Source: an optimization exercise on an open RTL-to-GDS flow (aim: small area). Production flows keep margins and buffers that such runs may drop. Function was checked by simulation only, so behaviour that the tests miss may differ from the original. Power and IR drop assume default switching activity.

==> pepper: inputs <==
// dma_probe
module dma_probe (ap_clk,ap_rst_n,s_axi_control_AWVALID,s_axi_control_AWREADY,s_axi_control_AWADDR,s_axi_control_WVALID,s_axi_control_WREADY,s_axi_control_WDATA,s_axi_control_WSTRB,s_axi_control_ARVALID,s_axi_control_ARREADY,s_axi_control_ARADDR,s_axi_control_RVALID,s_axi_control_RREADY,s_axi_control_RDATA,s_axi_control_RRESP,s_axi_control_BVALID,s_axi_control_BREADY,s_axi_control_BRESP,data_num,s0_axis_tdata,s0_axis_tvalid,s0_axis_tlast,s0_axis_tkeep,s0_axis_tready,s1_axis_tdata,s1_axis_tvalid,s1_axis_tlast,s1_axis_tkeep,s1_axis_tready,s2_axis_tdata,s2_axis_tvalid,s2_axis_tlast,s2_axis_tkeep,s2_axis_tready,s3_axis_tdata,s3_axis_tvalid,s3_axis_tlast,s3_axis_tkeep,s3_axis_tready,s4_axis_tdata,s4_axis_tvalid,s4_axis_tlast,s4_axis_tkeep,s4_axis_tready,s5_axis_tdata,s5_axis_tvalid,s5_axis_tlast,s5_axis_tkeep,s5_axis_tready,s6_axis_tdata,s6_axis_tvalid,s6_axis_tlast,s6_axis_tkeep,s6_axis_tready,s7_axis_tdata,s7_axis_tvalid,s7_axis_tlast,s7_axis_tkeep,s7_axis_tready,probe_axis_tdata,probe_axis_tvalid,probe_axis_tlast,probe_axis_tkeep,probe_axis_tready,m0_axis_tdata,m0_axis_tvalid,m0_axis_tlast,m0_axis_tkeep,m0_axis_tready,m1_axis_tdata,m1_axis_tvalid,m1_axis_tlast,m1_axis_tkeep,m1_axis_tready,m2_axis_tdata,m2_axis_tvalid,m2_axis_tlast,m2_axis_tkeep,m2_axis_tready,m3_axis_tdata,m3_axis_tvalid,m3_axis_tlast,m3_axis_tkeep,m3_axis_tready,m4_axis_tdata,m4_axis_tvalid,m4_axis_tlast,m4_axis_tkeep,m4_axis_tready,m5_axis_tdata,m5_axis_tvalid,m5_axis_tlast,m5_axis_tkeep,m5_axis_tready,m6_axis_tdata,m6_axis_tvalid,m6_axis_tlast,m6_axis_tkeep,m6_axis_tready,m7_axis_tdata,m7_axis_tvalid,m7_axis_tlast,m7_axis_tkeep,m7_axis_tready);
==> module probe_core, before the edit <==
module probe_core (
    input  wire         clk,
    input  wire         rst_n,
    input  wire         en,
    input  wire [2:0]   sel,
    input  wire [16:0]  size,
    output reg  [16:0]  data_num,
    input  wire [255:0] s_tdata,
    input  wire [7:0]   s_tvalid,
    input  wire [31:0]  s_tkeep,
    input  wire [7:0]   s_tready,       
    output reg  [31:0]  probe_axis_tdata,
    output reg          probe_axis_tvalid,
    output reg          probe_axis_tlast,
    output reg  [3:0]   probe_axis_tkeep,
    input  wire         probe_axis_tready
);
wire [7:0] sel_oh = 8'd1 << sel;
wire [7:0] vsel   = sel_oh & s_tvalid;    
wire t_ready = |(sel_oh & s_tready);
wire t_valid = |vsel;
reg [31:0] t_data;
reg [3:0]  t_nkeep;    
integer i;
always @(*) begin
    t_data  = 32'd0;
    t_nkeep = 4'd0;
    for (i = 0; i < 8; i = i + 1) begin
        t_data  = t_data  | ({32{vsel[i]}} & s_tdata[32*i +: 32]);
        t_nkeep = t_nkeep | ({4{vsel[i]}}  & ~s_tkeep[4*i +: 4]);
    end
end
reg en_q;
reg xfer, done;           
reg [9:0]  wait_lfsr;
wire [9:0] wait_next = {wait_lfsr[8:0], ~(wait_lfsr[9] ^ wait_lfsr[6])};
wire [16:0] last_num = size - 17'd1 - {16'd0, probe_axis_tvalid};
wire start = ~xfer & ~done & en & ~en_q;
wire step  = xfer & probe_axis_tready & t_ready;
wire tmo   = (wait_lfsr == 10'h164);
wire hit   = (|size) & (data_num == last_num);
wire fin   = step & (t_valid ? hit : tmo);
wire last_real = ~wait_lfsr[6];
always @(posedge clk or negedge rst_n) begin
    if (!rst_n)
        en_q <= 1'b0;
    else
        en_q <= en;
end
always @(posedge clk or negedge rst_n) begin
    if (!rst_n) begin
        xfer <= 1'b0;
        done <= 1'b0;
        probe_axis_tvalid <= 1'b0;
        data_num <= 17'd0;
    end else begin
        if (start) begin
            xfer <= 1'b1;
            data_num <= 17'd0;
        end else if (step) begin
            if (fin) begin
                xfer <= 1'b0;
                done <= 1'b1;
            end
            probe_axis_tvalid <= t_valid | tmo;
            if (probe_axis_tvalid)
                data_num <= data_num + 17'd1;
        end else if (done & probe_axis_tready) begin
            done <= 1'b0;
            probe_axis_tvalid <= 1'b0;
            if (last_real)
                data_num <= data_num + 17'd1;
        end
    end
end
always @(posedge clk) begin
    if (start | (step & t_valid))
        wait_lfsr <= 10'd0;
    else if (step)
        wait_lfsr <= wait_next;
end
always @(posedge clk) begin
    if (step) begin
        probe_axis_tdata <= t_data;
        probe_axis_tkeep <= ~t_nkeep;
        probe_axis_tlast <= ~t_valid | hit;
    end
end
endmodule
==> flow/config.mk <==
export PLATFORM = sky130hd
export DESIGN_NAME = dma_probe
export DESIGN_NICKNAME = dma_probe
export VERILOG_FILES = /design/flow/design.v
export SDC_FILE = /design/flow/constraint.sdc
export NUM_CORES = 4
export LEC_CHECK = 0
export CAP_MARGIN = 20
export CORE_AREA = 5 5 245 245
export DIE_AREA = 0 0 250 250
export SLEW_MARGIN = 20
==> flow/constraint.sdc <==
create_clock -name core_clock -period 5.0 [get_ports {ap_clk}]
set_input_delay 1.0000 -clock core_clock [delete_from_list [all_inputs] [get_ports {ap_clk}]]
set_output_delay 1.0000 -clock core_clock [all_outputs]
set_load 0.01 [all_outputs]
standard.sh (not shown) runs the stock make flow with config.mk's settings and CLKGATE_MAP_FILE= SYNTH_SCRIPT=/design/flow/synth_recipe.tcl, a recipe that flattens the netlist after the stock synthesis.
==> flow/flow/run.sh <==
#!/bin/bash
set -euo pipefail
export BUFFER_PORTS_ARGS="-buffer_cell sky130_fd_sc_hd__buf_1"
export CTS_ARGS="-sink_clustering_enable -repair_clock_nets -dont_use_dummy_load -sink_clustering_size 28 -sink_clustering_max_diameter 80 -buf_list sky130_fd_sc_hd__clkbuf_16"
bash standard.sh synth > synth.log 2>&1
bash standard.sh finish > layout.log 2>&1
==> inputs of delta, as changes to pepper <==
--- a/flow/design.v
+++ b/flow/design.v
@@ -136,13 +136,13 @@
 reg en_q;
 reg xfer, done;           
-reg [9:0]  wait_lfsr;
-wire [9:0] wait_next = {wait_lfsr[8:0], ~(wait_lfsr[9] ^ wait_lfsr[6])};
-wire [16:0] last_num = size - 17'd1 - {16'd0, probe_axis_tvalid};
+reg [9:0]  wait_time;     
+reg [16:0] data_cnt;      
 wire start = ~xfer & ~done & en & ~en_q;
 wire step  = xfer & probe_axis_tready & t_ready;
-wire tmo   = (wait_lfsr == 10'h164);
-wire hit   = (|size) & (data_num == last_num);
+wire tmo   = &{wait_time[9:5], wait_time[3]};
+wire [17:0] cnt_inc = {1'b0, data_cnt} + 18'd1;
+wire hit   = (cnt_inc == {1'b0, size});
 wire fin   = step & (t_valid ? hit : tmo);
-wire last_real = ~wait_lfsr[6];
+wire last_real = ~wait_time[3];
 always @(posedge clk or negedge rst_n) begin
     if (!rst_n)
@@ -178,8 +178,15 @@
 end
 always @(posedge clk) begin
-    if (start | (step & t_valid))
-        wait_lfsr <= 10'd0;
-    else if (step)
-        wait_lfsr <= wait_next;
+    if (start) begin
+        wait_time <= 10'd0;
+        data_cnt  <= 17'd0;
+    end else if (step) begin
+        if (t_valid) begin
+            wait_time <= 10'd0;
+            data_cnt  <= cnt_inc[16:0];
+        end else begin
+            wait_time <= wait_time + 10'd1;
+        end
+    end
 end
 always @(posedge clk) begin
==> flow/run.sh (new file) <==
#!/bin/bash
# synth_recipe.tcl (not shown) runs the flow's synth.tcl, then flattens the netlist and writes it again
# the make line also repeats each setting of config.mk as NAME=value (left out here)
make -C /OpenROAD-flow-scripts/flow DESIGN_CONFIG=/design/flow/config.mk WORK_HOME=/design/flow/orfs CLKGATE_MAP_FILE= SYNTH_SCRIPT=/design/flow/synth_recipe.tcl finish
removed: flow/flow/run.sh
removed: flow/standard.sh
==> inputs of garnet, as changes to pepper <==
==> flow/flow/run.sh (replaced) <==
#!/bin/bash
set -euo pipefail
export BUFFER_PORTS_ARGS="-buffer_cell sky130_fd_sc_hd__buf_1"
export CTS_ARGS="-sink_clustering_enable -repair_clock_nets -dont_use_dummy_load -sink_clustering_size 16 -sink_clustering_max_diameter 50 -buf_list sky130_fd_sc_hd__clkbuf_8"
bash standard.sh synth > synth.log 2>&1
bash standard.sh finish > layout.log 2>&1
--- a/flow/config.mk
+++ b/flow/config.mk
@@ -7,5 +7,5 @@
 export LEC_CHECK = 0
 export CAP_MARGIN = 20
-export CORE_AREA = 5 5 245 245
-export DIE_AREA = 0 0 250 250
+export CORE_AREA = 5 5 220 220
+export DIE_AREA = 0 0 225 225
 export SLEW_MARGIN = 20
==> inputs of quartz, as changes to pepper <==
==> flow/flow/run.sh (replaced) <==
#!/bin/bash
# The standard layout (standard.sh, standard synthesis unchanged) with two changes:
#  - global placement buffers every input and output port with the smallest buffer,
#    sky130_fd_sc_hd__buf_1, rather than the resizer's default pick;
#  - clock tree synthesis uses clkbuf_8 leaf clusters of at most 16 sinks within 50 um
#    and no dummy loads. The tree is still balanced for the registers it drives.
set -euo pipefail
export BUFFER_PORTS_ARGS="-buffer_cell sky130_fd_sc_hd__buf_1"
export CTS_ARGS="-sink_clustering_enable -repair_clock_nets -dont_use_dummy_load -sink_clustering_size 16 -sink_clustering_max_diameter 80 -buf_list sky130_fd_sc_hd__clkbuf_8"
bash standard.sh synth > synth.log 2>&1
bash standard.sh finish > layout.log 2>&1
--- a/flow/config.mk
+++ b/flow/config.mk
@@ -9,3 +9,4 @@
 export CORE_AREA = 5 5 245 245
 export DIE_AREA = 0 0 250 250
+export PLACE_DENSITY = 0.9
 export SLEW_MARGIN = 20
==> comparison <==
quartz completed without violations. pepper ran to the end with no violations. delta completed with no timing, DRC or antenna violations. garnet finished with timing, DRC and antenna clean. Count of clock-buffer cells in the layout: pepper is lower than delta (48). Routed wire length: garnet < delta < pepper < quartz. Between delta and quartz, the lower combinational power is in quartz (gap 74%, measured against quartz). Utilization: quartz < pepper < garnet < delta. Global-route usage: delta < pepper < quartz < garnet. Of pepper and garnet, garnet has the higher via count (gap 0.62%, measured against garnet). Against quartz, the final cell count of garnet is lower by about 7%. Against garnet, the die area of pepper is larger by about 23%. Against quartz, the design area of pepper is larger by about 0.4%. The highest clock skew belongs to quartz, the lowest to delta.

-- separate check: timing with driven ports --
The flow's constraints put no driver on any port. The routed layouts listed below were extracted and timed again, unchanged, in two steps.
Step 1 assumes that a clkbuf_16 drives the clock port and a buf_2 every other input.
Step 2 also shifts input and output timing later by t, the mid clock arrival at the registers, as if the neighbouring blocks saw the same clock.
Slacks: no drivers / after step 1 / after step 2; pairs: no drivers / after step 1.
run | shift t [ns] | slack for setup (ns) | worst data-port slew with drivers (ns)
pepper | 0.624 | 1.828 / 1.828 / 1.812 | 0.27
delta | 0.629 | 1.832 / 1.798 / 1.403 | 0.20
garnet | 0.650 | 1.767 / 1.767 / 1.767 | 0.23
quartz | 0.630 | 1.664 / 1.664 / 1.664 | 0.24
After both steps setup and hold are still met in every run listed. For delta, which loses most, drivers alone change the setup slack by -0.034 ns; drivers and shift together by -0.429 ns.
